Context: an optimization exercise on an open-source flow, tuned for small area. The choices shown serve that exercise and are no tape-out recipe. Where RTL was checked, it was by simulation tests only, not by an equivalence proof against the original. No functional check of the RTL was part of run 7. The flow treats the clock pin as an ideal source, which a real chip does not have. Power and IR drop assume default switching activity.

==> flow/design.v <==
`timescale 1ns / 1ps
module TOP_image_and_mouse(
    input clk, reset_p,
    input data,
    input data_clk,
    input RsRx,
    input [0:0] sw,
    output Hsync, Vsync,
    output [3:0] V2M_Red, V2M_Green, V2M_Blue,
    output fb_we,
    output [16:0] fb_waddr,
    output [11:0] fb_wdata,
    output [16:0] fb_raddr,
    input  [11:0] fb_rdata);
    reg [1:0] pc;
    reg [9:0] hc, vc;
    wire tick = (pc == 2'd3);
    always @(posedge clk or posedge reset_p)
        if (reset_p) {hc, pc} <= {10'd800, 2'd2};
        else if (tick && hc == 10'd802) {hc, pc} <= {10'd2, 2'd0};
        else {hc, pc} <= {hc, pc} + 12'd1;
    wire vtick = (pc == 2'd1) && (hc == 10'd658);
    always @(posedge clk or posedge reset_p)
        if (reset_p) vc <= 10'd523;
        else if (vtick) vc <= (vc == 10'd524) ? 10'd0 : vc + 10'd1;
    wire h_on = (hc < 10'd642);
    wire v_on = (vc < 10'd480);
    wire disp = h_on && v_on;
    assign Hsync = !((hc >= 10'd658) && (hc <= 10'd753));
    assign Vsync = !((vc == 10'd491) || (vc == 10'd492));
    assign fb_raddr = {(v_on ? vc[8:1] : 8'd0), (h_on ? hc[9:1] : 9'd1)};
    wire px0 = h_on & hc[0];
    reg [11:0] last;
    reg [11:0] temp;      
    always @(posedge clk or posedge reset_p)
        if (reset_p) last <= 12'd0;
        else if (tick && sw[0] && px0) last <= fb_rdata;
    wire [12:0] bc;
    wire [11:0] bs;
    genvar i;
    generate for (i = 0; i < 12; i = i + 1) begin : g_bl
        wire ci = (i % 4 == 0) ? 1'b0 : bc[i];
        assign bs[i] = last[i] ^ fb_rdata[i] ^ ci;
        assign bc[i+1] = (last[i] & fb_rdata[i]) | (last[i] & ci) | (fb_rdata[i] & ci);
    end endgenerate
    wire [11:0] blend = {bc[12], bs[11:9], bc[8], bs[7:5], bc[4], bs[3:1]};
    always @(posedge clk)
        if (tick) temp <= (sw[0] && !px0) ? blend : fb_rdata;
    reg mc1, mc2;
    always @(posedge clk or posedge reset_p)
        if (reset_p) begin mc1 <= 1'b0; mc2 <= 1'b0; end
        else begin mc1 <= data_clk; mc2 <= mc1; end
    wire mnedge = mc2 & ~mc1;           
    wire mpre   = mc1 & ~data_clk;      
    reg [5:0] mcnt;
    reg f1, f2;
    always @(posedge clk or posedge reset_p)
        if (reset_p) begin mcnt <= 6'd0; f1 <= 1'b0; f2 <= 1'b0; end
        else begin
            if (mcnt == 6'd44) mcnt <= 6'd0;
            else if (mnedge) mcnt <= mcnt + 6'd1;
            f1 <= (mcnt == 6'd44);
            f2 <= f1;
        end
    reg [3:0] fl;         
    reg [7:0] mx, my;     
    wire cap_fl = mpre && (mcnt >= 6'd5)  && (mcnt <= 6'd8);
    wire cap_x  = mpre && (mcnt >= 6'd12) && (mcnt <= 6'd19);
    wire cap_y  = mpre && (mcnt >= 6'd23) && (mcnt <= 6'd30);
    wire jx0 = (mcnt == 6'd12), jx7 = (mcnt == 6'd19);
    wire jy0 = (mcnt == 6'd23), jy7 = (mcnt == 6'd30);
    wire bx = fl[2] ? (jx0 ? 1'b0 : jx7 ? fl[0] : ~fl[0]) : ~data;
    wire by = fl[3] ? (jy0 ? 1'b1 : jy7 ? ~fl[1] : fl[1]) : data;
    always @(posedge clk) begin
        if (cap_fl) fl <= {data, fl[3:1]};
        if (cap_x)  mx <= {bx, mx[7:1]};
        if (cap_y)  my <= {by, my[7:1]};
    end
    reg [12:0] ncx;
    reg [11:0] ncy;
    wire [7:0] gx = mx | {8{~f2}}, gy = my & {8{f2}};
    wire [13:0] xa = {1'b1, ncx}, xb = {{6{gx[7]}}, gx};
    wire [13:0] ya = {2'b11, ncy}, yb = {{6{gy[7]}}, gy};
    wire [14:0] xc, yc;
    wire [13:0] nx, ny;
    assign xc[0] = 1'b1;
    assign yc[0] = 1'b0;
    generate for (i = 0; i < 14; i = i + 1) begin : g_mv
        assign nx[i] = xa[i] ^ xb[i] ^ xc[i];
        assign xc[i+1] = (xa[i] & xb[i]) | (xa[i] & xc[i]) | (xb[i] & xc[i]);
        assign ny[i] = ya[i] ^ yb[i] ^ yc[i];
        assign yc[i+1] = (ya[i] & yb[i]) | (ya[i] & yc[i]) | (yb[i] & yc[i]);
    end endgenerate
    always @(posedge clk or posedge reset_p)
        if (reset_p) begin ncx <= 13'h1fff; ncy <= 12'hfff; end
        else begin
            if (!nx[13]) ncx <= 13'h1fff;
            else if (!nx[12] & (!nx[11] | !nx[10])) ncx <= {~10'd639, nx[2:0]};
            else ncx <= nx[12:0];
            if (!ny[13]) ncy <= 12'hfff;
            else if (ny[11:8] == 4'd0) ncy <= {~9'd479, ny[2:0]};
            else ncy <= ny[11:0];
        end
    wire [9:0] nvx = ncx[12:3];           
    wire [9:0] nvy = {1'b1, ncy[11:3]};   
    wire [10:0] dxc, dyc;
    wire [9:0] dx, dy;
    assign dxc[0] = 1'b0;
    assign dyc[0] = 1'b1;
    generate for (i = 0; i < 10; i = i + 1) begin : g_cur
        assign dx[i] = hc[i] ^ nvx[i] ^ dxc[i];
        assign dxc[i+1] = (hc[i] & nvx[i]) | (hc[i] & dxc[i]) | (nvx[i] & dxc[i]);
        assign dy[i] = vc[i] ^ nvy[i] ^ dyc[i];
        assign dyc[i+1] = (vc[i] & nvy[i]) | (vc[i] & dyc[i]) | (nvy[i] & dyc[i]);
    end endgenerate
    wire cur = (dx[9:3] == 7'd0) && (dx[2:0] != 3'd0) &&
               (dy[9:3] == 7'd0) && (dy[2:0] != 3'd7);
    reg [11:0] rgb;
    always @(posedge clk or posedge reset_p)
        if (reset_p) rgb <= 12'd0;
        else if (!disp) rgb <= 12'd0;
        else rgb <= cur ? 12'hf00 : temp;
    assign {V2M_Red, V2M_Green, V2M_Blue} = rgb;
    reg rxd;
    wire upre = rxd & ~RsRx;    
    reg run;
    reg [3:0] ph;
    reg [9:0] baud;
    reg [1:0] bcnt;
    wire bwrap = (baud == 10'b0110011001);        
    wire bmid  = (baud == 10'b1000000101);        
    wire [9:0] bnext = {baud[8:0], ~(baud[9] ^ baud[6])};
    always @(posedge clk or posedge reset_p)
        if (reset_p) begin
            rxd <= 1'b0; run <= 1'b0; ph <= 4'd15; baud <= 10'd0; bcnt <= 2'd0;
        end
        else begin
            rxd <= RsRx;
            if (ph == 4'd8) begin
                baud <= 10'b0000000001;
                ph <= 4'd9;
                run <= upre;
                bcnt <= bcnt + 2'd1;
            end
            else if (!ph[3]) begin
                if (bwrap) begin baud <= 10'b0000000011; ph <= ph + 4'd1; end
                else baud <= bnext;
            end
            else begin
                if (ph != 4'd15) ph <= ph + 4'd1;
                if (run) begin
                    if (bwrap) begin baud <= 10'b0000000011; ph <= 4'd0; end
                    else baud <= bnext;
                end
                else if (upre) run <= 1'b1;
            end
        end
    reg [31:0] sh;        
    always @(posedge clk)
        if (!ph[3] && bmid) sh <= {RsRx, sh[31:1]};
    wire x_ok = !sh[9] && !(sh[8] && (sh[7] || sh[6]));
    wire y_ok = !sh[19] && !sh[18] && !(&sh[17:14]);
    assign fb_we    = (ph == 4'd14) && (bcnt == 2'd0) && x_ok && y_ok;
    assign fb_waddr = {sh[17:10], sh[8:0]};
    assign fb_wdata = sh[31:20];
endmodule
==> flow/flow/run.sh <==
#!/bin/bash
# Own layout flow: the standard flow (the standard synthesis unchanged),
# with minimum-size port buffers, logic cells downsized before the placement
# repair, and a clock tree of clkbuf_4 (no dummy loads) in which only the
# buffers whose loads would see too slow a clock edge are made larger.
set -euo pipefail
here=$(pwd)
export BUFFER_PORTS_ARGS="-buffer_cell sky130_fd_sc_hd__buf_1"
export CTS_ARGS="-sink_clustering_enable -repair_clock_nets -buf_list sky130_fd_sc_hd__clkbuf_4 -dont_use_dummy_load"
export PRE_RESIZE_TCL="$here/flow/downsize.tcl"
export POST_CTS_TCL="$here/flow/clkfix.tcl"
bash standard.sh synth > "$here/synth.log" 2>&1
bash standard.sh > "$here/layout.log" 2>&1
==> flow/flow/clkfix.tcl <==
# After clock tree synthesis with clkbuf_4: give each clock buffer whose
# loads see a slew above the target the next larger clkbuf, until none does,
# then legalize the placement again.
set target 0.110
set block [ord::get_db_block]
for {set iter 0} {$iter < 6} {incr iter} {
  estimate_parasitics -placement
  set changed 0
  foreach inst [$block getInsts] {
    set m [[$inst getMaster] getName]
    if { ![string match "sky130_fd_sc_hd__clkbuf_*" $m] } { continue }
    set onet [[$inst findITerm X] getNet]
    if { $onet eq "NULL" } { continue }
    set worst 0
    foreach it [$onet getITerms] {
      if { [$it getInst] eq $inst } { continue }
      set p [get_pins -quiet "[[$it getInst] getName]/[[$it getMTerm] getName]"]
      if { $p eq "" } { continue }
      set s [get_property $p slew_max]
      if { $s > $worst } { set worst $s }
    }
    if { $worst > $target } {
      set next ""
      switch -- $m {
        sky130_fd_sc_hd__clkbuf_1 { set next sky130_fd_sc_hd__clkbuf_2 }
        sky130_fd_sc_hd__clkbuf_2 { set next sky130_fd_sc_hd__clkbuf_4 }
        sky130_fd_sc_hd__clkbuf_4 { set next sky130_fd_sc_hd__clkbuf_8 }
        sky130_fd_sc_hd__clkbuf_8 { set next sky130_fd_sc_hd__clkbuf_16 }
      }
      if { $next ne "" } { replace_cell [$inst getName] $next; incr changed }
    }
  }
  puts "clkfix: pass $iter, $changed clock buffers upsized"
  if { $changed == 0 } { break }
}
detailed_placement
check_placement -verbose
estimate_parasitics -placement
==> flow/flow/downsize.tcl <==
# Before the placement repair: give every logic cell the smallest drive
# strength of its function; repair_design then fixes any slew, capacitance
# or fanout violation this causes.
set db [ord::get_db]
set block [ord::get_db_block]
set dont_use $::env(DONT_USE_CELLS)
set n 0
foreach inst [$block getInsts] {
  set m [$inst getMaster]
  if { [$m getType] ne "CORE" } { continue }
  set name [$m getName]
  if { ![regexp {^(sky130_fd_sc_hd__[a-z0-9]+)_([0-9]+)$} $name -> base ds] } { continue }
  set best $name
  set barea [expr { [$m getWidth] * [$m getHeight] }]
  foreach d {0 1 2 4 6 8 12 16} {
    set cand "${base}_$d"
    if { $cand eq $name || [lsearch -exact $dont_use $cand] >= 0 } { continue }
    set cm [$db findMaster $cand]
    if { $cm eq "NULL" } { continue }
    set a [expr { [$cm getWidth] * [$cm getHeight] }]
    if { $a < $barea } { set best $cand; set barea $a }
  }
  if { $best ne $name } {
    replace_cell [$inst getName] $best
    incr n
  }
}
puts "downsize: $n cells downsized"
==> flow/standard.sh <==
#!/bin/bash
# synth_recipe.tcl (not shown) runs the flow's synth.tcl, then flattens the netlist and writes it again
# the make line also repeats each setting of config.mk as NAME=value (left out here)
make -C /OpenROAD-flow-scripts/flow DESIGN_CONFIG=/design/flow/config.mk WORK_HOME=/design/flow/orfs CLKGATE_MAP_FILE= SYNTH_SCRIPT=/design/flow/synth_recipe.tcl "${@:-finish}"
==> flow/config.mk <==
export PLATFORM = sky130hd
export DESIGN_NAME = TOP_image_and_mouse
export DESIGN_NICKNAME = TOP_image_and_mouse
export VERILOG_FILES = /design/flow/design.v
export SDC_FILE = /design/flow/constraint.sdc
export NUM_CORES = 4
export LEC_CHECK = 0
export CAP_MARGIN = 20
export CORE_MARGIN = 2
export CORE_UTILIZATION = 50
export SLEW_MARGIN = 20
==> flow/constraint.sdc <==
create_clock -name core_clock -period 10.0 [get_ports {clk}]
set_input_delay 2.0000 -clock core_clock [delete_from_list [all_inputs] [get_ports {clk}]]
set_output_delay 2.0000 -clock core_clock [all_outputs]
set_load 0.01 [all_outputs]
==> results of run 1 <==
[worst max-delay path, cell delays in order (launching register included)]
cell and delay (ns):
dfrtp_1 0.60, nor2b_1 0.19, ha_1 0.15, inv_1 0.05
fa_1 0.35, inv_1 0.08, fa_1 0.16, inv_1 0.05
fa_1 0.37, fa_1 0.38, fa_1 0.38, fa_1 0.38
fa_1 0.38, fa_1 0.39, fa_1 0.39, fa_1 0.36
inv_1 0.07, fa_1 0.15, inv_1 0.05, fa_1 0.36
xnor2_1 0.80, nand3_1 0.18
[cell usage in the layout (no fill, tap or decap), types with 12 or more instances in the layout]
cell | synthesis | layout
and2_1 | 29 | 29
buf_1 | 1 | 79
ha_1 | 16 | 16
nor2_1 | 30 | 30
fa_1 | 48 | 48
nand2_1 | 43 | 43
o21ai_0 | 18 | 19
dfrtp_1 | 62 | 62
nand2b_1 | 21 | 21
edfxtp_1 | 64 | 64
inv_1 | 57 | 56
xnor2_1 | 16 | 16
dfstp_2 | 37 | 37
mux2_2 | 17 | 17
nand3_1 | 12 | 12
[state kept, by name, indices dropped and copies added, names as in the netlist, 2 cells and up]
signal / flops
mcnt: 6
fl: 4
sh: 32
pc: 2
ncy: 12
mx: 8
vc: 10
my: 8
hc: 10
temp: 12
bcnt: 2
rgb: 12
ph: 4
ncx: 13
baud: 10
last: 12
[metal layers]
layer | track usage | vias up | share of wire
met3 | 0.04344 | 12 | 0.039
met5 | 0 | - | 0
met4 | 0.04779 | 0 | 0.0094
li1 | - | 2278 | -
met2 | 0.2726 | 90 | 0.47
met1 | 0.2528 | 2413 | 0.48
[logic make-up after synthesis]
kind of cell               after synthesis  share of synthesized area
AOI/OAI and AO/OA                       68                    0.05680
DFF                                    163                     0.5410
muxes                                   28                    0.03670
adders and majority gates               64                     0.1413
buffers and inverters                  103                    0.06274
xor gates and xnor gates                24                    0.02558
and+or+nand+nor                        201                     0.1358
[Yosys cell counts, types with 4 or more instances]
cell type | instances | area (µm²)
and2_1 | 29 | 181.4
nor2_1 | 30 | 112.6
nor4bb_1 | 4 | 40.04
buf_4 | 29 | 217.7
buf_2 | 4 | 20.02
nand2b_1 | 21 | 131.4
dfstp_2 | 37 | 972.2
nor2b_1 | 9 | 56.30
and3_1 | 6 | 37.54
mux2_2 | 17 | 191.4
a31oi_1 | 6 | 37.54
a21oi_1 | 8 | 40.04
a22o_1 | 9 | 78.83
o21a_1 | 6 | 45.04
o21ai_0 | 18 | 90.09
nor3_1 | 10 | 50.05
xor2_1 | 8 | 70.07
fa_1 | 48 | 960.9
nand2_1 | 43 | 161.4
nand4_1 | 9 | 56.30
edfxtp_1 | 64 | 1922
or4_1 | 4 | 30.03
nand3b_1 | 5 | 37.54
clkbuf_1 | 10 | 37.54
mux2i_1 | 11 | 110.1
ha_1 | 16 | 200.2
nor4_1 | 4 | 25.02
dfrtp_1 | 62 | 1551
inv_1 | 57 | 214.0
nand3_1 | 12 | 60.06
xnor2_1 | 16 | 140.1
[final timing paths]
| check | from | endpoint | slack (ns) | cells past startpoint |
|---|---|---|---|---|
| worst max-delay path | f2 | ncx[11] | 3.60 | 21 |
| worst min-delay path | f1 | f2 | 0.36 | 0 |
| worst min register to register | f1 | f2 | 0.36 | 0 |
| worst max register to register | f2 | ncx[11] | 3.60 | 21 |
| max in group asynchronous | reset_p | ncx[11] | 7.33 | 4 |
| min in group asynchronous | reset_p | rgb[7] | 1.50 | 2 |
[per-stage QoR]
stage	hold WS, ns	instance area [µm²]	utilization	setup WS [ns]	total power, mW
after global routing	0.3675	8716	0.5447	3.072	1.303
after global placement	0.3396	8508	0.5317	3.795	0.9140
final	0.3570	8716	0.5447	3.600	1.233
after floorplan	0.3312	8217	-	4.055	0.8831
after detailed placement	0.3448	8514	0.5321	3.572	0.9223
[layout make-up]
type,instances,area share
Clock buffer,17,0.02239
Tap cell,216,0.03101
Inverter,57,0.02455
Timing Repair Buffer,83,0.03976
Sequential cell,163,0.5100
Multi-Input combinational cell,385,0.3722
[power groups by stage]
stage	Sequential, mW	Combinational [mW]	Clock (mW)
after global placement	0.786	0.127	0
after global routing	0.780	0.155	0.367
after floorplan	0.770	0.113	0
after detailed placement	0.788	0.135	0
final	0.774	0.133	0.326
==> results.sh, run 1 <==
export IMPL_rsz0062_at_grt="no"
export IMPL_period_share=0.6400
export IMPL_grt_start_max_net_pins=35
export IMPL_synthArstFlopShare=0.6074
export IMPL_drive_gt1_frac=0.1149
export IMPL_status="timing/DRC/antenna clean"
export IMPL_arrival_ns=6.64
export IMPL_dp_cells=904
export IMPL_startpoint_type="flop"
export IMPL_grt_usage=0.1766
export IMPL_p_int_mw=0.9257
export IMPL_fin_nets=789
export IMPL_synth_edf_count=64
export IMPL_worstMarginPinSlew_ns=0.9828
export IMPL_layout_cells_non_filler=921
export IMPL_worstSetupEndpointType="flop"
export IMPL_fp_dieW_um=132.2
export IMPL_hold_viol_final=0
export IMPL_netlist_area_um2=8217
export IMPL_routabilityCongestion=0.8697
export IMPL_p_comb_frac=0.108
export IMPL_fin_setup_tns_ns=0
export IMPL_vias_per_cell=5.204
export IMPL_ys_ff_latch=163
export IMPL_period_needed_ns=6.400
export IMPL_final_seq_area_um2=4446
export IMPL_clock_latency_ns=0.38
export IMPL_fillers=1400
export IMPL_port_buffers=78
export IMPL_leakage_nw=3.506
export IMPL_drv_slew=0
export IMPL_crit_required_ns=10.24
export IMPL_max_slew_margin=0.3401
export IMPL_routed_wl_mm=14.34
export IMPL_yosysWarnings=1
export IMPL_clk_pin_slew_ns=0.07
export IMPL_multi_input_area_um2=3244
export IMPL_syn_area_per_cell_um2=12.62
export IMPL_skew_ns=0.03315
export IMPL_fmax_mhz=156.2
export IMPL_netSwitchingPower_mw=0.3068
export IMPL_place_hpwl_mm=10.36
export IMPL_io_pins=79
export IMPL_cp_max_fo=16
export IMPL_num_rows=46
export IMPL_die_area_um2=17470
export IMPL_finalSetupViolCount=0
export IMPL_wl_per_cell_um=15.57
export IMPL_drt_iter0_markers=205
export IMPL_grt_pass1_wl_mm=24.58
export IMPL_netlist_instances=651
export IMPL_drc_errors=0
export IMPL_p_per_area_nw_per_um2=141.4
export IMPL_ys_types=59
export IMPL_grt_ovfl_total=0
export IMPL_fp_dieH_um=132.2
export IMPL_first_pass_iters=5
export IMPL_syn_nets=733
export IMPL_p_clk_frac=0.265
export IMPL_core_area_um2=16000
export IMPL_crit_type="reg -> reg"
export IMPL_drv_cap=0
export IMPL_seqPwrFrac=0.628
export IMPL_min_delay_path_class="reg -> reg"
export IMPL_ys_seq_area_frac=0.5410
export IMPL_diodes=0
export IMPL_peakVddDrop_v=0.00008353
export IMPL_synth_flop_cell="edfxtp_1"
export IMPL_grt_antenna_before_repair=0
export IMPL_vias=4793
export IMPL_swShare=0.2489
export IMPL_grt_pass1_vias=4941
export IMPL_cts_tree="built"
export IMPL_start_util=0.5135
export IMPL_clock_sinks=163
export IMPL_ant_nets=0
export IMPL_area_growth_pct=6.076
==> run 2: changes to the inputs <==
--- a/flow/config.mk
+++ b/flow/config.mk
@@ -8,4 +8,4 @@
 export CAP_MARGIN = 20
 export CORE_MARGIN = 2
-export CORE_UTILIZATION = 50
+export CORE_UTILIZATION = 40
 export SLEW_MARGIN = 20
==> results.sh, run 2 <==
export IMPL_num_rows=52
export IMPL_grt_usage=0.1447
export IMPL_fp_dieW_um=147.3
export IMPL_wl_per_cell_um=14.81
export IMPL_worst_path_most_repeated_cell="fa_1"
export IMPL_port_buffers=78
export IMPL_drt_iter0_markers=164
export IMPL_route_top_layer_used="met4"
export IMPL_setup_ws_ns=3.540
export IMPL_synth_flop_cell="edfxtp_1"
export IMPL_status="timing/DRC/antenna clean"
export IMPL_drive_gt1_frac=0.1121
export IMPL_period_share=0.6460
export IMPL_cp_slowest_cell="xnor2_1"
export IMPL_route_met3_wl_um=527
export IMPL_routed_wl_mm=14.44
export IMPL_first_pass_iters=4
export IMPL_detailedPlace_worstSlack_ns=3.461
export IMPL_ys_types=59
export IMPL_syn_nets=733
export IMPL_seqPwrFrac=0.633
export IMPL_worstMarginPinSlew_ns=1.000
export IMPL_r2r_cells=21
export IMPL_post_synth_top_area_cell="edfxtp_1"
export IMPL_p_comb_frac=0.109
export IMPL_drv_slew=0
export IMPL_yosysWarnings=1
export IMPL_dr_wl_met2_mm=6.976
export IMPL_cp_depth=21
export IMPL_grt_antenna_before_repair=0
export IMPL_largest_reg_flops=32
export IMPL_rr_endpoint="ncx[11]"
export IMPL_crit_chain="nor2b_1 -> ha_1 -> inv_1 -> fa_1 -> inv_1 -> fa_1 -> inv_1 -> fa_1 -> fa_1 -> fa_1 -> fa_1 -> fa_1 -> fa_1 -> fa_1 -> fa_1 -> inv_1 -> fa_1 -> inv_1 -> fa_1 -> xnor2_1 -> nand3_1"
export IMPL_io_pins=79
export IMPL_grt_ovfl_total=0
export IMPL_r2r_start="f2"
export IMPL_m1WireLength_mm=6.662
export IMPL_netSwitchingPower_mw=0.3019
export IMPL_vias=4786
export IMPL_clk_pin_slew_ns=0.08
export IMPL_synth_top_cell_area_share=0.2339
export IMPL_crit_buf_inv=5
export IMPL_drv_cap=0
export IMPL_regMostFlops="sh"
export IMPL_diodes=0
export IMPL_fillers=1899
export IMPL_clock_sinks=163
export IMPL_fp_dieH_um=147.3
export IMPL_rsz0062_at_grt="no"
export IMPL_vias_per_cell=4.909
export IMPL_r2r_slack_ns=3.54
export IMPL_startpoint_type="flop"
export IMPL_start_util=0.4074
export IMPL_clock_latency_ns=0.37
export IMPL_ys_ff_latch=163
export IMPL_ys_top_cells_by_area="edfxtp_1, dfrtp_1, dfstp_2"
export IMPL_finalSetupViolCount=0
export IMPL_p_clk_frac=0.259
export IMPL_cp_max_fo=16
export IMPL_syn_area_per_cell_um2=12.62
export IMPL_min_delay_path_class="reg -> reg"
export IMPL_period_needed_ns=6.460
export IMPL_die_area_um2=21700
export IMPL_fmax_mhz=154.8
export IMPL_grt_pass1_wl_mm=25.04
export IMPL_synth_edf_count=64
export IMPL_max_stage_delay_ns=0.78
export IMPL_core_area_um2=20170
export IMPL_ant_nets=0
export IMPL_routabilityCongestion=0.8020
export IMPL_cts_tree="built"
export IMPL_synth_most_common_cell="edfxtp_1"
export IMPL_peakVddDrop_v=0.00006075
export IMPL_grt_start_max_net_pins=33
export IMPL_hold_viol_final=0
export IMPL_grt_pass1_vias=5033
export IMPL_p_int_mw=0.9219
export IMPL_max_slew_margin=0.3288
export IMPL_fin_nets=789
export IMPL_final_cell_mix="buf_1, edfxtp_1, dfrtp_1, inv_1, fa_1"
export IMPL_synthArstFlopShare=0.6074
export IMPL_arrival_ns=6.70
export IMPL_worstSetupEndpointType="flop"
export IMPL_place_hpwl_mm=10.90
export IMPL_netlist_instances=651
export IMPL_reg_top3="sh (32), ncx (13)"
export IMPL_drc_errors=0
export IMPL_netlist_area_um2=8217
export IMPL_skew_ns=0.02604
export IMPL_crit_required_ns=10.24
export IMPL_crit_type="reg -> reg"
export IMPL_synth_commonest_cells="edfxtp_1, dfrtp_1, inv_1, fa_1, nand2_1"
export IMPL_area_growth_pct=6.746
export IMPL_critical_path_top_delay_family="adder cells"
export IMPL_critPathCapture="ncx[11]"
export IMPL_p_per_area_nw_per_um2=139.5
export IMPL_crit_start="f2"
export IMPL_leakage_nw=3.503
export IMPL_power_mw=1.224
export IMPL_final_common_cell="buf_1"
export IMPL_swShare=0.2467
export IMPL_fin_setup_tns_ns=0
export IMPL_ys_seq_area_frac=0.5410
==> run 2: cell counts after synthesis <==
Identical to the previous run, type by type.
==> run 2: worst min path at each step <==
stage / from / end / slack (ns) / depth (start not counted)
floorplan: f1 / f2 / 0.33 / 0
global placement: f1 / f2 / 0.34 / 0
detailed placement: f1 / f2 / 0.34 / 0
global route: f1 / f2 / 0.36 / 0
finish: f1 / f2 / 0.34 / 0
==> run 2: routing by layer <==
layer	GRT usage	vias to the layer above
li1	-	2279
met1	0.1927	2400
met4	0.05288	0
met3	0.03075	18
met5	0	-
met2	0.2353	89
==> run 2: power groups by stage <==
stage          clock, mW  sequential, mW  combinational (mW)
2_1_floorplan          0           0.770               0.113
3_3_place_gp           0           0.787               0.126
3_5_place_dp           0           0.788               0.135
5_1_grt            0.360           0.781               0.157
6_report           0.316           0.774               0.133
==> run 2: worst reg2reg max path, stage by stage, from the launching register on <==
cell and delay [ns]:
dfrtp_1 0.61, nor2b_1 0.20, ha_1 0.16, inv_1 0.05, fa_1 0.35, inv_1 0.07
fa_1 0.16, inv_1 0.05, fa_1 0.37, fa_1 0.39, fa_1 0.40, fa_1 0.39
fa_1 0.40, fa_1 0.39, fa_1 0.39, fa_1 0.36, inv_1 0.08, fa_1 0.16
inv_1 0.05, fa_1 0.37, xnor2_1 0.78, nand3_1 0.16
==> run 2: cell type report <==
| type | instances | area, µm² | area share |
|---|---|---|---|
| sequential | 163 | 4446 | 0.5068 |
| multi-input combinational | 385 | 3238 | 0.3692 |
| timing repair buffer | 83 | 346.6 | 0.03951 |
| tap | 270 | 337.8 | 0.03852 |
| inverter | 57 | 214.0 | 0.02439 |
| clock buffer | 17 | 188.9 | 0.02154 |
==> run 2: through the flow <==
step | instances | utilization | hold WS [ns] | cell area [µm²]
after floorplan | 651 | - | 0.3312 | 8217
after global routing | 975 | 0.4349 | 0.3583 | 8771
final | 975 | 0.4349 | 0.3434 | 8771
after detailed placement | 958 | 0.4255 | 0.3424 | 8582
after global placement | 956 | 0.4252 | 0.3404 | 8576
==> run 2: logic make-up (layout without fill, tap and decap cells) <==
family          Yosys count  in the layout  synth area share
compound gates           68             68           0.05680
buf+inv                 103            157           0.06274
mux                      28             28           0.03670
simple gates            201            201            0.1358
fa+ha+maj                64             64            0.1413
xor+xnor                 24             24           0.02558
flops                   163            163            0.5410
==> run 3: changes to the inputs <==
--- a/flow/flow/clkfix.tcl
+++ b/flow/flow/clkfix.tcl
@@ -2,5 +2,5 @@
 # loads see a slew above the target the next larger clkbuf, until none does,
 # then legalize the placement again.
-set target 0.110
+set target 0.118
 set block [ord::get_db_block]
 for {set iter 0} {$iter < 6} {incr iter} {
--- a/flow/config.mk
+++ b/flow/config.mk
@@ -6,6 +6,6 @@
 export NUM_CORES = 4
 export LEC_CHECK = 0
-export CAP_MARGIN = 20
+export CAP_MARGIN = 0
 export CORE_MARGIN = 2
 export CORE_UTILIZATION = 40
-export SLEW_MARGIN = 20
+export SLEW_MARGIN = 0
==> results.sh, run 3 <==
export IMPL_drv_slew=0
export IMPL_routabilityCongestion=0.8020
export IMPL_place_hpwl_mm=10.86
export IMPL_final_cell_mix="buf_1, edfxtp_1, dfrtp_1, inv_1, fa_1"
export IMPL_area_growth_pct=6.350
export IMPL_synth_top_cell_area_share=0.2339
export IMPL_fp_dieH_um=147.3
export IMPL_cp_max_fo=16
export IMPL_synth_most_common_cell="edfxtp_1"
export IMPL_fp_dieW_um=147.3
export IMPL_fin_setup_tns_ns=0
export IMPL_regMostFlops="sh"
export IMPL_finalSetupViolCount=0
export IMPL_skew_ns=0.03643
export IMPL_synth_flop_cell="edfxtp_1"
export IMPL_period_needed_ns=6.427
export IMPL_grt_pass1_vias=5046
export IMPL_min_path_cells=0
export IMPL_rsz0062_at_grt="no"
export IMPL_reg_top3="sh (32), ncx (13)"
export IMPL_num_rows=52
export IMPL_final_common_cell="buf_1"
export IMPL_p_per_area_nw_per_um2=138.7
export IMPL_crit_required_ns=10.25
export IMPL_synth_edf_count=64
export IMPL_core_area_um2=20170
export IMPL_syn_area_per_cell_um2=12.62
export IMPL_post_synth_top_area_cell="edfxtp_1"
export IMPL_arrival_ns=6.67
export IMPL_grt_ovfl_total=0
export IMPL_ant_nets=0
export IMPL_ys_ff_latch=163
export IMPL_crit_type="reg -> reg"
export IMPL_first_pass_iters=4
export IMPL_hold_ws_ns=0.3579
export IMPL_syn_nets=733
export IMPL_clk_pin_slew_ns=0.08
export IMPL_die_area_um2=21700
export IMPL_period_share=0.6427
export IMPL_fmax_mhz=155.6
export IMPL_hold_viol_final=0
export IMPL_min_delay_path_class="reg -> reg"
export IMPL_fillers=1921
export IMPL_grt_antenna_before_repair=0
export IMPL_multi_input_area_um2=3238
export IMPL_wl_per_cell_um=14.97
export IMPL_drv_cap=0
export IMPL_ys_types=59
export IMPL_vias_per_cell=4.836
export IMPL_ys_seq_area_frac=0.5410
export IMPL_grt_usage=0.1458
export IMPL_ys_top_cells_by_area="edfxtp_1, dfrtp_1, dfstp_2"
export IMPL_layout_cells_non_filler=974
export IMPL_yosysWarnings=1
export IMPL_r2r_cells=21
export IMPL_worstMarginPinSlew_ns=0.9993
export IMPL_grt_pass1_wl_mm=25.09
export IMPL_status="timing/DRC/antenna clean"
export IMPL_netlist_area_um2=8217
export IMPL_drt_iter0_markers=185
export IMPL_cts_tree="built"
export IMPL_vias=4710
export IMPL_diodes=0
export IMPL_power_mw=1.212
export IMPL_final_seq_area_um2=4446
export IMPL_synthArstFlopShare=0.6074
export IMPL_clock_sinks=163
export IMPL_peakVddDrop_v=0.00008132
export IMPL_dp_cells=957
export IMPL_clock_latency_ns=0.37
export IMPL_drive_gt1_frac=0.1108
export IMPL_fin_nets=788
export IMPL_max_slew_margin=0.3293
export IMPL_worstSetupEndpointType="flop"
export IMPL_startpoint_type="flop"
export IMPL_start_util=0.4074
export IMPL_netlist_instances=651
export IMPL_largest_reg_flops=32
export IMPL_grt_start_max_net_pins=41
export IMPL_drc_errors=0
export IMPL_port_buffers=78
export IMPL_synth_commonest_cells="edfxtp_1, dfrtp_1, inv_1, fa_1, nand2_1"
export IMPL_io_pins=79
export IMPL_routed_wl_mm=14.58
export IMPL_leakage_nw=3.488
==> run 3: final cells by class <==
class                      instances  share of cell area
sequential                       163              0.5087
multi-input combinational        385              0.3706
tap                              270             0.03866
timing repair buffer              82             0.03737
inverter                          57             0.02448
clock buffer                      17             0.02019
==> run 3: per-layer routing <==
metal  up-vias  routed length, µm  part of all wire  GRT usage
met5         -                  0                 0          0
met4         0                100            0.0069    0.03077
met3         5                618             0.042    0.04099
met2        91               7128              0.49     0.2386
met1      2341               6732              0.46     0.1958
li1       2273                  -                 -          -
==> run 3: worst max-delay path: stages (launching register included) <==
cell and delay [ns]:
dfrtp_1 0.61, nor2b_1 0.20, ha_1 0.16, inv_1 0.05
fa_1 0.35, inv_1 0.07, fa_1 0.16, inv_1 0.05
fa_1 0.37, fa_1 0.39, fa_1 0.39, fa_1 0.39
fa_1 0.40, fa_1 0.39, fa_1 0.39, fa_1 0.37
inv_1 0.08, fa_1 0.16, inv_1 0.05, fa_1 0.38
xnor2_1 0.76, nand3b_1 0.16
==> run 3: worst paths after layout <==
kind | slack (ns) | start | to
setup / recovery | 3.57 | f2 | ncx[10]
hold / removal | 0.36 | f1 | f2
setup reg to reg | 3.57 | f2 | ncx[10]
hold reg to reg | 0.36 | f1 | f2
max in group asynchronous | 6.54 | reset_p | ph[1]
min in group asynchronous | 1.80 | reset_p | rgb[6]
==> run 3: kinds of logic after synthesis <==
logic type / synth area share
multiplexers: 0.03670
flip-flops: 0.5410
XOR/XNOR: 0.02558
adder cells (fa/ha/maj): 0.1413
AND/OR/NAND/NOR: 0.1358
buffers and inverters: 0.06274
AO/OA/AOI/OAI: 0.05680
==> run 3: where the power goes <==
group          switching [mW]  internal, mW
Clock                   0.191         0.115
Sequential             0.0367         0.738
Combinational          0.0719        0.0598
Total                   0.299         0.912
==> run 3: stage by stage <==
stage                       util  instance area [µm²]  setup WS, ns
after floorplan                -                 8217         4.055
after global placement    0.4252                 8576         3.795
after detailed placement  0.4245                 8562         3.488
after global routing      0.4333                 8738         3.113
final                     0.4333                 8738         3.573
==> run 4: changes to the inputs <==
--- a/flow/flow/clkfix.tcl
+++ b/flow/flow/clkfix.tcl
@@ -1,6 +1,6 @@
-# After clock tree synthesis with clkbuf_4: give each clock buffer whose
-# loads see a slew above the target the next larger clkbuf, until none does,
-# then legalize the placement again.
-set target 0.118
+# After clock tree synthesis with clkbuf_4: give each clock buffer that
+# drives a flip-flop clock pin with a slew above the target the next larger
+# clkbuf, until none does, then legalize the placement again.
+set target 0.110
 set block [ord::get_db_block]
 for {set iter 0} {$iter < 6} {incr iter} {
@@ -14,5 +14,5 @@
     set worst 0
     foreach it [$onet getITerms] {
-      if { [$it getInst] eq $inst } { continue }
+      if { [$it getInst] eq $inst || [[$it getMTerm] getName] ne "CLK" } { continue }
       set p [get_pins -quiet "[[$it getInst] getName]/[[$it getMTerm] getName]"]
       if { $p eq "" } { continue }
==> results.sh, run 4 <==
export IMPL_status="timing/DRC/antenna clean"
export IMPL_peakVddDrop_v=0.00008065
export IMPL_period_needed_ns=6.434
export IMPL_post_synth_top_area_cell="edfxtp_1"
export IMPL_fin_nets=788
export IMPL_yosysWarnings=1
export IMPL_synth_xor_xnor_area_share=0.02558
export IMPL_final_common_cell="buf_1"
export IMPL_drive_gt1_frac=0.1108
export IMPL_drc_errors=0
export IMPL_drv_slew=0
export IMPL_min_from="f1"
export IMPL_ys_seq_area_frac=0.5410
export IMPL_netSwitchingPower_mw=0.3007
export IMPL_fp_dieH_um=147.3
export IMPL_place_hpwl_mm=10.86
export IMPL_finalSetupViolCount=0
export IMPL_rsz0062_at_grt="no"
export IMPL_fin_setup_tns_ns=0
export IMPL_swShare=0.2494
export IMPL_synth_top_family_by_area="adder cells"
export IMPL_startpoint_type="flop"
export IMPL_grt_pass1_wl_mm=25.10
export IMPL_cp_max_fo=16
export IMPL_final_cell_mix="buf_1, edfxtp_1, dfrtp_1, inv_1, fa_1"
export IMPL_r2r_cells=21
export IMPL_die_area_um2=21700
export IMPL_post_route_util=0.4333
export IMPL_rr_endpoint="ncx[10]"
export IMPL_met2_usage=0.2390
export IMPL_ant_nets=0
export IMPL_drv_cap=0
export IMPL_core_area_um2=20170
export IMPL_multi_input_area_um2=3238
export IMPL_period_share=0.6434
export IMPL_hold_ws_ns=0.3584
export IMPL_regMostFlops="sh"
export IMPL_clock_sinks=163
export IMPL_routed_wl_mm=14.61
export IMPL_holdPathEnd="f2"
export IMPL_syn_nets=733
export IMPL_worst_path_most_repeated_cell="fa_1"
export IMPL_p_per_area_nw_per_um2=138.0
export IMPL_p_comb_frac=0.109
export IMPL_synth_simple_area_share=0.1358
export IMPL_seqPwrFrac=0.642
export IMPL_synth_most_common_cell="edfxtp_1"
export IMPL_netlist_area_um2=8217
export IMPL_crit_buf_inv=5
export IMPL_vias=4700
export IMPL_synthArstFlopShare=0.6074
export IMPL_p_int_mw=0.9049
export IMPL_start_util=0.4074
export IMPL_synth_top_cell_area_share=0.2339
export IMPL_r2r_start="f2"
export IMPL_busiest_layer="met2"
export IMPL_fmax_mhz=155.4
export IMPL_netlist_instances=651
export IMPL_synth_compound_area_frac=0.05680
export IMPL_routabilityCongestion=0.8020
export IMPL_ys_types=59
export IMPL_ys_ff_latch=163
export IMPL_worstMarginPinSlew_ns=0.9910
export IMPL_synth_commonest_cells="edfxtp_1, dfrtp_1, inv_1, fa_1, nand2_1"
export IMPL_max_stage_delay_ns=0.76
export IMPL_grt_pass1_vias=5054
export IMPL_crit_chain="nor2b_1 -> ha_1 -> inv_1 -> fa_1 -> inv_1 -> fa_1 -> inv_1 -> fa_1 -> fa_1 -> fa_1 -> fa_1 -> fa_1 -> fa_1 -> fa_1 -> fa_1 -> inv_1 -> fa_1 -> inv_1 -> fa_1 -> xnor2_1 -> nand3b_1"
export IMPL_hold_viol_final=0
export IMPL_fillers=1918
export IMPL_area_growth_pct=6.350
export IMPL_grt_ovfl_total=0
export IMPL_p_clk_frac=0.248
export IMPL_grt_usage=0.1457
export IMPL_drt_iter0_markers=208
export IMPL_synthMuxAreaShare=0.03670
export IMPL_reg_top3="sh (32), ncx (13)"
export IMPL_cts_tree="built"
export IMPL_grt_antenna_before_repair=1
export IMPL_grt_start_max_net_pins=41
export IMPL_largest_reg_flops=32
export IMPL_r2r_slack_ns=3.57
export IMPL_crit_type="reg -> reg"
export IMPL_first_pass_iters=4
export IMPL_min_delay_path_class="reg -> reg"
export IMPL_clock_latency_ns=0.54
export IMPL_num_rows=52
export IMPL_fp_dieW_um=147.3
export IMPL_crit_required_ns=10.42
export IMPL_grt_use_met1=0.1958
export IMPL_grt_met3_usage=0.04006
export IMPL_critical_path_top_delay_family="adder cells"
export IMPL_port_buffers=78
export IMPL_vias_per_cell=4.816
export IMPL_skew_ns=0.03390
export IMPL_synthAdderAreaFrac=0.1413
export IMPL_worstSetupEndpointType="flop"
export IMPL_ys_top_cells_by_area="edfxtp_1, dfrtp_1, dfstp_2"
export IMPL_io_pins=79
export IMPL_cp_slowest_cell="xnor2_1"
export IMPL_arrival_ns=6.86
export IMPL_final_seq_area_um2=4446
export IMPL_synth_flop_cell="edfxtp_1"
export IMPL_max_slew_margin=0.3348
export IMPL_leakage_nw=3.486
export IMPL_min_path_cells=0
export IMPL_clk_pin_slew_ns=0.09
export IMPL_wl_per_cell_um=14.97
export IMPL_syn_area_per_cell_um2=12.62
export IMPL_synth_edf_count=64
run 4: cell count changes in the layout (fill, tap and decap cells not counted), sizes merged:
cell,previous run,this run
diode,0,2
run 4: logic make-up (layout without fill, tap and decap cells):
| kind of cell | Yosys count | in the layout |
|---|---|---|
| AND/OR/NAND/NOR | 201 | 201 |
| flip-flops | 163 | 163 |
| buffers and inverters | 103 | 156 |
| AO/OA/AOI/OAI | 68 | 68 |
| adder cells (fa/ha/maj) | 64 | 64 |
| multiplexers | 28 | 28 |
| XOR/XNOR | 24 | 24 |
| other | 0 | 2 |
run 4: worst max-delay path by stage:
stage | startpoint | endpoint | slack, ns | depth (start not counted)
2_1_floorplan | f2 | ncx[11] | 4.06 | 23
3_3_place_gp | f2 | ncx[11] | 3.80 | 21
3_5_place_dp | f2 | ncx[11] | 3.49 | 21
5_1_grt | f2 | ncx[10] | 3.10 | 21
6_report | f2 | ncx[10] | 3.57 | 21
run 4: cell type report:
class,count,area share
sequential,163,0.5087
tap,270,0.03866
inverter,57,0.02448
antenna,2,0.0005727
clock buffer,17,0.01962
multi-input combinational,385,0.3706
timing repair buffer,82,0.03737
run 4: power groups by stage:
stage | clock network (mW) | registers, mW | logic (mW)
after detailed placement | 0 | 0.788 | 0.134
after global placement | 0 | 0.787 | 0.126
after floorplan | 0 | 0.770 | 0.113
final | 0.299 | 0.775 | 0.132
after global routing | 0.346 | 0.781 | 0.156
run 4: metrics by stage:
stage          area [µm²]  setup WS [ns]  std cells  power [mW]
2_1_floorplan        8217          4.055        651      0.8831
3_3_place_gp         8576          3.795        956      0.9128
3_5_place_dp         8562          3.488        957      0.9220
5_1_grt              8738          3.095        976       1.284
6_report             8738          3.566        976       1.206
run 4: routing by layer:
layer	up-vias	part of all wire
li1	2276	-
met1	2339	0.46
met2	80	0.49
met3	5	0.043
met4	0	0.0071
met5	-	0
==> run 5: changes to the inputs <==
--- a/flow/flow/run.sh
+++ b/flow/flow/run.sh
@@ -10,4 +10,5 @@
 export PRE_RESIZE_TCL="$here/flow/downsize.tcl"
 export POST_CTS_TCL="$here/flow/clkfix.tcl"
+export POST_FLOORPLAN_TCL="$here/flow/restructure.tcl"
 bash standard.sh synth > "$here/synth.log" 2>&1
 bash standard.sh > "$here/layout.log" 2>&1
==> flow/flow/restructure.tcl (new file) <==
# After the floorplan: resynthesize the combinational logic between the
# registers for area with ABC (the registers themselves are not touched).
set lib [lindex $::env(LIB_FILES) 0]
set wd [file join $::env(OBJECTS_DIR) restructure]
file mkdir $wd
proc core_area {} {
  set a 0
  foreach inst [[ord::get_db_block] getInsts] {
    set m [$inst getMaster]
    if { [$m getType] eq "CORE" } { set a [expr { $a + [$m getWidth] * [$m getHeight] / 1e6 }] }
  }
  return $a
}
puts "restructure: cell area before [core_area]"
restructure -liberty_file $lib -target area \
  -tiehi_port {sky130_fd_sc_hd__conb_1 HI} -tielo_port {sky130_fd_sc_hd__conb_1 LO} \
  -work_dir $wd -abc_logfile [file join $wd abc.log]
puts "restructure: cell area after [core_area]"
==> results.sh, run 5 <==
export IMPL_synth_commonest_cells="edfxtp_1, dfrtp_1, inv_1, fa_1, nand2_1"
export IMPL_final_common_cell="clkinv_1"
export IMPL_wl_per_cell_um=13.54
export IMPL_skew_ns=0.03573
export IMPL_power_mw=1.271
export IMPL_p_per_area_nw_per_um2=148.1
export IMPL_fin_setup_tns_ns=0
export IMPL_hold_ws_ns=0.3643
export IMPL_r2r_slack_ns=4.25
export IMPL_drv_slew=0
export IMPL_vias_per_cell=5.066
export IMPL_min_delay_path_class="reg -> reg"
export IMPL_startpoint_type="flop"
export IMPL_place_hpwl_mm=11.48
export IMPL_max_stage_delay_ns=0.50
export IMPL_rr_endpoint="ncx[6]"
export IMPL_area_growth_pct=4.462
export IMPL_r2r_cells=25
export IMPL_synth_top_cell_area_share=0.2339
export IMPL_synth_edf_count=64
export IMPL_io_pins=79
export IMPL_period_needed_ns=5.747
export IMPL_finalSetupViolCount=0
export IMPL_fp_dieH_um=147.3
export IMPL_largest_reg_flops=32
export IMPL_r2r_start="f2"
export IMPL_ys_top_cells_by_area="edfxtp_1, dfrtp_1, dfstp_2"
export IMPL_crit_type="reg -> reg"
export IMPL_port_buffers=78
export IMPL_cts_tree="built"
export IMPL_netlist_area_um2=8217
export IMPL_max_slew_margin=0.2733
export IMPL_grt_pass1_vias=5535
export IMPL_reg_top3="sh (32), ncx (13)"
export IMPL_drive_gt1_frac=0.06466
export IMPL_start_util=0.4074
export IMPL_rsz0062_at_grt="no"
export IMPL_vias=5922
export IMPL_status="timing/DRC/antenna clean"
export IMPL_period_share=0.5747
export IMPL_netlist_instances=651
export IMPL_ys_seq_area_frac=0.5410
export IMPL_fillers=2017
export IMPL_synth_most_common_cell="edfxtp_1"
export IMPL_routabilityCongestion=0.8086
export IMPL_peakVddDrop_v=0.00007767
export IMPL_fin_nets=917
export IMPL_grt_start_max_net_pins=40
export IMPL_arrival_ns=6.20
export IMPL_grt_pass1_wl_mm=26.68
export IMPL_cp_slowest_cell="nor3_1"
export IMPL_final_cell_mix="clkinv_1, o21ai_0, nor2_1, buf_1, edfxtp_1"
export IMPL_routed_wl_mm=15.83
export IMPL_fmax_mhz=174.0
export IMPL_syn_area_per_cell_um2=12.62
export IMPL_cp_max_fo=25
export IMPL_grt_ovfl_total=0
export IMPL_ant_nets=0
export IMPL_clock_latency_ns=0.56
export IMPL_drc_errors=0
export IMPL_synth_flop_cell="edfxtp_1"
export IMPL_grt_antenna_before_repair=1
export IMPL_clk_pin_slew_ns=0.08
export IMPL_crit_start="f2"
export IMPL_critPathCapture="ncx[6]"
export IMPL_first_pass_iters=5
export IMPL_grt_usage=0.1521
export IMPL_yosysWarnings=1
export IMPL_regMostFlops="sh"
export IMPL_syn_nets=733
export IMPL_worstSetupEndpointType="flop"
export IMPL_post_route_util=0.4256
export IMPL_worst_path_most_repeated_cell="o21ai_0"
export IMPL_crit_required_ns=10.45
export IMPL_hold_viol_final=0
export IMPL_die_area_um2=21700
export IMPL_ys_types=59
export IMPL_num_rows=52
export IMPL_post_synth_top_area_cell="edfxtp_1"
export IMPL_drv_cap=0
export IMPL_synthArstFlopShare=0.6074
export IMPL_leakage_nw=2.994
export IMPL_clock_sinks=163
export IMPL_ys_ff_latch=163
export IMPL_worstMarginPinSlew_ns=1.088
export IMPL_core_area_um2=20170
export IMPL_drt_iter0_markers=315
export IMPL_fp_dieW_um=147.3
[run 5: cell counts after synthesis]
No cell type changed its count.
[run 5: logic make-up after synthesis]
group,after synthesis,share of synthesized area
AND/OR/NAND/NOR,201,0.1358
flip-flops,163,0.5410
buffers and inverters,103,0.06274
AO/OA/AOI/OAI,68,0.05680
adder cells (fa/ha/maj),64,0.1413
multiplexers,28,0.03670
XOR/XNOR,24,0.02558
[run 5: worst max-delay path: cells and delay by family, from the launching register on]
kind	cells	cell delay, ns
compound gates	14	2.77
flops	1	0.39
buf+inv	3	0.75
simple gates	8	1.75
[run 5: metal layers]
layer | part of all wire | global-route usage | up-vias
met5 | 0 | 0 | -
met4 | 0.014 | 0.04904 | 0
met3 | 0.035 | 0.03199 | 18
met2 | 0.47 | 0.2449 | 88
met1 | 0.48 | 0.2068 | 2757
li1 | - | - | 3059
[run 5: layout make-up]
cell class                 count  area [µm²]  share of cell area
clock buffer                  17       190.2             0.02216
tap                          270       337.8             0.03936
inverter                     127       476.7             0.05554
antenna                        2       5.005           0.0005831
timing repair buffer          84       350.3             0.04082
sequential                   163        4446              0.5179
multi-input combinational    506        2778              0.3236
[run 5: worst min path at each step]
stage	startpoint	endpoint	slack, ns	depth (start not counted)
final	mc1	mc2	0.36	0
after detailed placement	f1	f2	0.36	0
after floorplan	f1	f2	0.33	0
after global placement	mc1	mc2	0.37	0
after global routing	mc1	mc2	0.37	0
[run 5: power breakdown]
| part | switching [mW] | internal [mW] |
|---|---|---|
| combinational | 0.109 | 0.0624 |
| clock | 0.201 | 0.120 |
| sequential | 0.0328 | 0.747 |
| total | 0.342 | 0.929 |
[run 5: metrics by stage]
stage	worst slack (ns)	cells	instance area (µm²)
finish	4.253	1169	8583
global route	3.334	1169	8583
detailed placement	4.329	1149	8368
global placement	4.666	1148	8368
floorplan	4.055	651	8217
==> run 6: changes to the inputs <==
--- a/flow/flow/restructure.tcl
+++ b/flow/flow/restructure.tcl
@@ -12,4 +12,5 @@
   return $a
 }
+remove_buffers
 puts "restructure: cell area before [core_area]"
 restructure -liberty_file $lib -target area \
==> results.sh, run 6 <==
export IMPL_clock_sinks=163
export IMPL_area_growth_pct=4.949
export IMPL_crit_required_ns=10.51
export IMPL_grt_pass1_vias=5494
export IMPL_leakage_nw=3.012
export IMPL_die_area_um2=21700
export IMPL_fin_nets=918
export IMPL_syn_area_per_cell_um2=12.62
export IMPL_place_hpwl_mm=11.50
export IMPL_reg_top3="sh (32), ncx (13)"
export IMPL_max_slew_margin=0.2435
export IMPL_synth_flop_cell="edfxtp_1"
export IMPL_hold_viol_final=0
export IMPL_fp_dieH_um=147.3
export IMPL_regMostFlops="sh"
export IMPL_crit_type="reg -> reg"
export IMPL_syn_nets=733
export IMPL_hold_ws_ns=0.3531
export IMPL_post_route_util=0.4275
export IMPL_fp_dieW_um=147.3
export IMPL_grt_ovfl_total=0
export IMPL_min_path_cells=0
export IMPL_fin_setup_tns_ns=0
export IMPL_fmax_mhz=177.0
export IMPL_synth_commonest_cells="edfxtp_1, dfrtp_1, inv_1, fa_1, nand2_1"
export IMPL_max_stage_delay_ns=0.51
export IMPL_core_area_um2=20170
export IMPL_routabilityCongestion=0.7786
export IMPL_num_rows=52
export IMPL_synth_top_cell_area_share=0.2339
export IMPL_cp_depth=25
export IMPL_ys_seq_area_frac=0.5410
export IMPL_largest_reg_flops=32
export IMPL_grt_start_max_net_pins=37
export IMPL_final_common_cell="clkinv_1"
export IMPL_synth_most_common_cell="edfxtp_1"
export IMPL_first_pass_iters=5
export IMPL_crit_buf_inv=3
export IMPL_routed_wl_mm=15.88
export IMPL_worstSetupEndpointType="flop"
export IMPL_yosysWarnings=1
export IMPL_grt_pass1_wl_mm=26.94
export IMPL_peakVddDrop_v=0.00007599
export IMPL_synth_edf_count=64
export IMPL_vias=5955
export IMPL_clk_pin_slew_ns=0.09
export IMPL_grt_usage=0.1535
export IMPL_r2r_cells=25
export IMPL_finalSetupViolCount=0
export IMPL_port_buffers=78
export IMPL_wl_per_cell_um=13.57
export IMPL_skew_ns=0.02818
export IMPL_start_util=0.4074
export IMPL_worstMarginPinSlew_ns=1.132
export IMPL_startpoint_type="flop"
export IMPL_synthArstFlopShare=0.6074
export IMPL_ant_nets=0
export IMPL_drv_slew=0
export IMPL_drt_iter0_markers=282
export IMPL_ys_types=59
export IMPL_worst_path_most_repeated_cell="o21ai_0"
export IMPL_arrival_ns=6.16
export IMPL_period_share=0.5651
export IMPL_period_needed_ns=5.651
export IMPL_cts_tree="built"
export IMPL_netlist_instances=651
export IMPL_drive_gt1_frac=0.06570
export IMPL_post_synth_top_area_cell="edfxtp_1"
export IMPL_drc_errors=0
export IMPL_drv_cap=0
export IMPL_ys_ff_latch=163
export IMPL_stdcell_area_um2=8623
export IMPL_grt_antenna_before_repair=1
export IMPL_final_cell_mix="clkinv_1, o21ai_0, nor2_1, buf_1, edfxtp_1"
export IMPL_p_per_area_nw_per_um2=148.8
export IMPL_rsz0062_at_grt="no"
export IMPL_place_area_um2=8396
export IMPL_min_delay_path_class="reg -> reg"
export IMPL_status="timing/DRC/antenna clean"
export IMPL_cp_max_fo=25
export IMPL_critical_path_top_delay_family="compound AO/OA/AOI/OAI gates"
export IMPL_clock_latency_ns=0.58
export IMPL_cp_slowest_cell="nor3_1"
export IMPL_ys_top_cells_by_area="edfxtp_1, dfrtp_1, dfstp_2"
export IMPL_netlist_area_um2=8217
export IMPL_vias_per_cell=5.090
export IMPL_io_pins=79
## run 6: cell count changes in the layout (fill, tap and decap cells not counted)
cell / before / now
buf_16: 0 / 2
clkbuf_8: 10 / 8
buf_12: 2 / 1
clkbuf_16: 0 / 1
clkbuf_4: 7 / 8
## run 6: kinds of logic (layout without fill, tap and decap cells)
| group | count (synthesis) | after routing | synth area share |
|---|---|---|---|
| mux | 28 | 0 | 0.03670 |
| buf+inv | 103 | 229 | 0.06274 |
| compound gates | 68 | 263 | 0.05680 |
| flops | 163 | 163 | 0.5410 |
| xor+xnor | 24 | 5 | 0.02558 |
| simple gates | 201 | 238 | 0.1358 |
| fa+ha+maj | 64 | 0 | 0.1413 |
| other cells | 0 | 2 | 0 |
## run 6: layout make-up
class / instances / area, µm²
diodes: 2 / 5.005
flip-flops and latches: 163 / 4446
fillers: 1999 / 11550
inverters: 127 / 476.7
clock buffers: 17 / 195.2
well taps: 270 / 337.8
multi-input cells: 506 / 2778
repair buffers: 85 / 385.4
## run 6: worst paths after layout
kind	start	end	slack, ns
max in group asynchronous	reset_p	ncy[11]	7.52
min in group asynchronous	reset_p	baud[7]	1.33
max reg2reg	f2	ncx[5]	4.35
max	f2	ncx[5]	4.35
min reg2reg	f1	f2	0.35
min	f1	f2	0.35
## run 6: power breakdown
| group | total [mW] | internal [mW] | switching, mW | leakage (nW) |
|---|---|---|---|---|
| combinational | 0.176 | 0.0638 | 0.112 | 1.18 |
| sequential | 0.779 | 0.747 | 0.0325 | 1.73 |
| clock | 0.328 | 0.124 | 0.204 | 0.107 |
| total | 1.28 | 0.934 | 0.349 | 3.01 |
## run 6: metal layers
layer | up-vias | track usage | wire length [µm]
met5 | - | 0 | 0
met4 | 0 | 0.05288 | 221
met3 | 16 | 0.02640 | 534
met2 | 102 | 0.2376 | 7326
met1 | 2780 | 0.2192 | 7799
li1 | 3057 | - | -
## run 6: stage by stage
step                power, mW  worst slack [ns]  std cells
global placement       0.9619             4.666       1148
finish                  1.283             4.349       1170
detailed placement     0.9663             4.450       1150
global route            1.356             3.270       1170
floorplan              0.8831             4.055        651
==> run 7: changes to the inputs <==
--- a/flow/design.v
+++ b/flow/design.v
@@ -156,11 +156,22 @@
             end
         end
-    reg [31:0] sh;        
-    always @(posedge clk)
-        if (!ph[3] && bmid) sh <= {RsRx, sh[31:1]};
-    wire x_ok = !sh[9] && !(sh[8] && (sh[7] || sh[6]));
-    wire y_ok = !sh[19] && !sh[18] && !(&sh[17:14]);
-    assign fb_we    = (ph == 4'd14) && (bcnt == 2'd0) && x_ok && y_ok;
-    assign fb_waddr = {sh[17:10], sh[8:0]};
-    assign fb_wdata = sh[31:20];
+    reg [7:0] b0;         
+    reg [6:0] b1;         
+    reg [5:0] b2;         
+    reg [7:0] b3;         
+    reg big;              
+    wire smp = !ph[3] && bmid;
+    always @(posedge clk) begin
+        if (smp && bcnt == 2'd0) b0 <= {RsRx, b0[7:1]};
+        if (smp && bcnt == 2'd1 && ph != 4'd1) b1 <= {RsRx, b1[6:1]};
+        if (smp && bcnt == 2'd2 && ph[2:1] != 2'b01) b2 <= {RsRx, b2[5:1]};
+        if (smp && bcnt == 2'd3) b3 <= {RsRx, b3[7:1]};
+        if (smp && bcnt == 2'd1 && ph == 4'd1) big <= RsRx;
+        if (smp && bcnt == 2'd2 && ph[2:1] == 2'b01) big <= big | RsRx;
+    end
+    wire x_ok = !(b1[0] && (b0[7] || b0[6]));
+    wire y_ok = !(&{b2[1:0], b1[6:5]});
+    assign fb_we    = (ph == 4'd14) && (bcnt == 2'd0) && !big && x_ok && y_ok;
+    assign fb_waddr = {b2[1:0], b1[6:1], b1[0], b0};
+    assign fb_wdata = {b3, b2[5:2]};
 endmodule
--- a/flow/flow/run.sh
+++ b/flow/flow/run.sh
@@ -10,5 +10,4 @@
 export PRE_RESIZE_TCL="$here/flow/downsize.tcl"
 export POST_CTS_TCL="$here/flow/clkfix.tcl"
-export POST_FLOORPLAN_TCL="$here/flow/restructure.tcl"
 bash standard.sh synth > "$here/synth.log" 2>&1
 bash standard.sh > "$here/layout.log" 2>&1
--- a/flow/flow/clkfix.tcl
+++ b/flow/flow/clkfix.tcl
@@ -1,5 +1,5 @@
-# After clock tree synthesis with clkbuf_4: give each clock buffer that
-# drives a flip-flop clock pin with a slew above the target the next larger
-# clkbuf, until none does, then legalize the placement again.
+# After clock tree synthesis with clkbuf_4: give each clock buffer whose
+# loads see a slew above the target the next larger clkbuf, until none does,
+# then legalize the placement again.
 set target 0.110
 set block [ord::get_db_block]
@@ -14,5 +14,5 @@
     set worst 0
     foreach it [$onet getITerms] {
-      if { [$it getInst] eq $inst || [[$it getMTerm] getName] ne "CLK" } { continue }
+      if { [$it getInst] eq $inst } { continue }
       set p [get_pins -quiet "[[$it getInst] getName]/[[$it getMTerm] getName]"]
       if { $p eq "" } { continue }
--- a/flow/config.mk
+++ b/flow/config.mk
@@ -6,6 +6,6 @@
 export NUM_CORES = 4
 export LEC_CHECK = 0
-export CAP_MARGIN = 0
+export CAP_MARGIN = 20
 export CORE_MARGIN = 2
 export CORE_UTILIZATION = 40
-export SLEW_MARGIN = 0
+export SLEW_MARGIN = 20
removed: flow/flow/restructure.tcl
==> results.sh, run 7 <==
export IMPL_arrival_ns=6.70
export IMPL_synthArstFlopShare=0.6149
export IMPL_grt_usage=0.1471
export IMPL_ant_nets=0
export IMPL_synthMuxAreaShare=0.03604
export IMPL_grt_met3_usage=0.03793
export IMPL_leakage_nw=3.483
export IMPL_worstMarginPinSlew_ns=1.068
export IMPL_clock_sinks=161
export IMPL_diodes=0
export IMPL_ys_top_cells_by_area="edfxtp_1, dfrtp_1, dfstp_2"
export IMPL_synth_simple_area_share=0.1440
export IMPL_regMostFlops="ncx"
export IMPL_crit_buf_inv=5
export IMPL_drive_gt1_frac=0.1110
export IMPL_synth_compound_area_frac=0.05530
export IMPL_synth_commonest_cells="inv_1, dfrtp_1, edfxtp_1, fa_1, nand2_1"
export IMPL_cp_max_fo=16
export IMPL_netlist_area_um2=8055
export IMPL_ys_types=65
export IMPL_r2r_slack_ns=3.56
export IMPL_drv_slew=0
export IMPL_num_rows=51
export IMPL_synth_most_common_cell="inv_1"
export IMPL_synth_top_cell_area_share=0.2311
export IMPL_layout_cells_non_filler=977
export IMPL_clock_latency_ns=0.37
export IMPL_critPathCapture="ncx[11]"
export IMPL_peakVddDrop_v=0.00006242
export IMPL_cts_tree="built"
export IMPL_period_needed_ns=6.439
export IMPL_fillers=1797
export IMPL_fp_dieW_um=145.9
export IMPL_first_pass_iters=6
export IMPL_startpoint_type="flop"
export IMPL_grt_start_max_net_pins=27
export IMPL_final_cell_mix="buf_1, inv_1, edfxtp_1, dfrtp_1, fa_1"
export IMPL_min_delay_path_class="reg -> reg"
export IMPL_wl_per_cell_um=14.99
export IMPL_crit_required_ns=10.26
export IMPL_io_pins=79
export IMPL_core_area_um2=19590
export IMPL_hold_ws_ns=0.3564
export IMPL_met2_usage=0.2380
export IMPL_synth_xor_xnor_area_share=0.02827
export IMPL_die_area_um2=21290
export IMPL_max_stage_delay_ns=0.79
export IMPL_ys_ff_latch=161
export IMPL_grt_pass1_vias=5137
export IMPL_final_common_cell="buf_1"
export IMPL_critical_path_top_delay_family="adder cells"
export IMPL_worstSetupEndpointType="flop"
export IMPL_fp_dieH_um=145.9
export IMPL_skew_ns=0.03726
export IMPL_cp_slowest_cell="xnor2_1"
export IMPL_routed_wl_mm=14.65
export IMPL_crit_chain="nor2b_1 -> ha_1 -> inv_1 -> fa_1 -> inv_1 -> fa_1 -> inv_1 -> fa_1 -> fa_1 -> fa_1 -> fa_1 -> fa_1 -> fa_1 -> fa_1 -> fa_1 -> inv_1 -> fa_1 -> inv_1 -> fa_1 -> xnor2_1 -> nand3_1"
export IMPL_cp_depth=21
export IMPL_syn_nets=715
export IMPL_vias_per_cell=4.977
export IMPL_place_hpwl_mm=11.07
export IMPL_fmax_mhz=155.3
export IMPL_rsz0062_at_grt="no"
export IMPL_fin_nets=799
export IMPL_drt_iter0_markers=237
export IMPL_grt_pass1_wl_mm=25.36
export IMPL_port_buffers=78
export IMPL_crit_type="reg -> reg"
export IMPL_finalSetupViolCount=0
export IMPL_post_route_util=0.4490
export IMPL_crit_start="f2"
export IMPL_final_seq_area_um2=4385
export IMPL_largest_reg_flops=13
export IMPL_drv_cap=0
export IMPL_power_mw=1.183
export IMPL_hold_viol_final=0
export IMPL_syn_area_per_cell_um2=12.79
export IMPL_max_slew_margin=0.2822
export IMPL_rr_endpoint="ncx[11]"
export IMPL_clk_pin_slew_ns=0.10
export IMPL_p_per_area_nw_per_um2=134.5
export IMPL_start_util=0.4112
export IMPL_synth_flop_cell="edfxtp_1"
export IMPL_busiest_layer="met2"
export IMPL_dp_cells=960
export IMPL_status="timing/DRC/antenna clean"
export IMPL_drc_errors=0
export IMPL_period_share=0.6439
export IMPL_multi_input_area_um2=3266
export IMPL_synthAdderAreaFrac=0.1488
export IMPL_ys_seq_area_frac=0.5444
export IMPL_r2r_cells=21
export IMPL_r2r_start="f2"
export IMPL_grt_ovfl_total=0
export IMPL_worst_path_most_repeated_cell="fa_1"
export IMPL_post_synth_top_area_cell="edfxtp_1"
export IMPL_area_growth_pct=9.195
export IMPL_grt_use_met1=0.1955
export IMPL_fin_setup_tns_ns=0
export IMPL_routabilityCongestion=0.8339
export IMPL_grt_antenna_before_repair=0
export IMPL_synth_top_family_by_area="adder cells"
export IMPL_netlist_instances=630
export IMPL_synth_edf_count=62
export IMPL_yosysWarnings=1
export IMPL_vias=4863
run 7: cell types whose count changed after synthesis, sizes merged, moves of 4 or more:
cell,before,now
inv,57,66
and2,29,25
nor2,30,26
a31oi,6,1
buf,36,6
nand3,12,17
run 7: cell families (layout without fill, tap and decap cells):
family          count (synthesis)  count (layout)
simple gates                  201             201
flops                         161             161
buf+inv                        84             166
fa+ha+maj                      67              67
compound gates                 64              64
mux                            27              27
xor+xnor                       26              26
run 7: where the power goes:
part / internal, mW / switching, mW / leakage [nW]
registers: 0.722 / 0.0324 / 1.71
clock network: 0.123 / 0.193 / 0.104
logic: 0.0509 / 0.0613 / 1.67
total: 0.896 / 0.286 / 3.48
run 7: metrics by stage:
stage / setup slack [ns] / area, µm²
2_1_floorplan: 4.056 / 8055
3_3_place_gp: 3.734 / 8597
3_5_place_dp: 3.468 / 8607
5_1_grt: 3.060 / 8796
6_report: 3.561 / 8796
run 7: worst min-delay path by stage:
| stage | cells after the start | slack (ns) | endpoint | from |
|---|---|---|---|---|
| after global placement | 0 | 0.34 | f2 | f1 |
| after floorplan | 0 | 0.33 | f2 | f1 |
| after global routing | 0 | 0.37 | f2 | f1 |
| after detailed placement | 0 | 0.34 | f2 | f1 |
| final | 0 | 0.36 | f2 | f1 |
run 7: per-layer routing:
| metal | vias up | share of wire | wire (µm) |
|---|---|---|---|
| li1 | 2296 | - | - |
| met1 | 2465 | 0.46 | 6790 |
| met2 | 91 | 0.49 | 7171 |
| met3 | 11 | 0.036 | 529 |
| met4 | 0 | 0.011 | 154 |
| met5 | - | 0 | 0 |
run 7: layout make-up:
type	instances	area share
flip-flops and latches	161	0.4986
multi-input cells	385	0.3713
repair buffers	83	0.04282
well taps	265	0.03770
inverters	66	0.02817
clock buffers	17	0.02148

## separate check: timing with driven ports
In the flow no input, the clock included, has a driving cell. The finished layouts below were timed again as built, in two steps. Step 1, drivers: a clkbuf_16 drives clk and a buf_2 each remaining input, both assumed. Step 2 also shifts input and output timing later by t, the mid clock arrival at the registers, as if the neighbouring blocks saw the same clock. a / b / c = no drivers / after step 1 / after step 2; a / b = the first two.
run | t, ns | setup slack, ns | worst setup path at the end | slew at the worst register clock pin (ns) | worst data-port slew with drivers (ns)
run 1 | 0.404 | 3.600 / 3.600 / 3.600 | register to register | 0.11 / 0.11 | 0.03
run 2 | 0.402 | 3.540 / 3.540 / 3.540 | register to register | 0.10 / 0.10 | 0.05
run 3 | 0.394 | 3.573 / 3.573 / 3.573 | register to register | 0.10 / 0.10 | 0.05
run 4 | 0.567 | 3.566 / 3.566 / 3.566 | register to register | 0.10 / 0.10 | 0.05
run 5 | 0.575 | 4.253 / 4.253 / 4.253 | register to register | 0.10 / 0.10 | 0.04
run 6 | 0.613 | 4.349 / 4.349 / 4.349 | register to register | 0.10 / 0.10 | 0.05
run 7 | 0.395 | 3.561 / 3.561 / 3.561 | register to register | 0.11 / 0.11 | 0.04
After both steps every run listed still meets setup and hold.
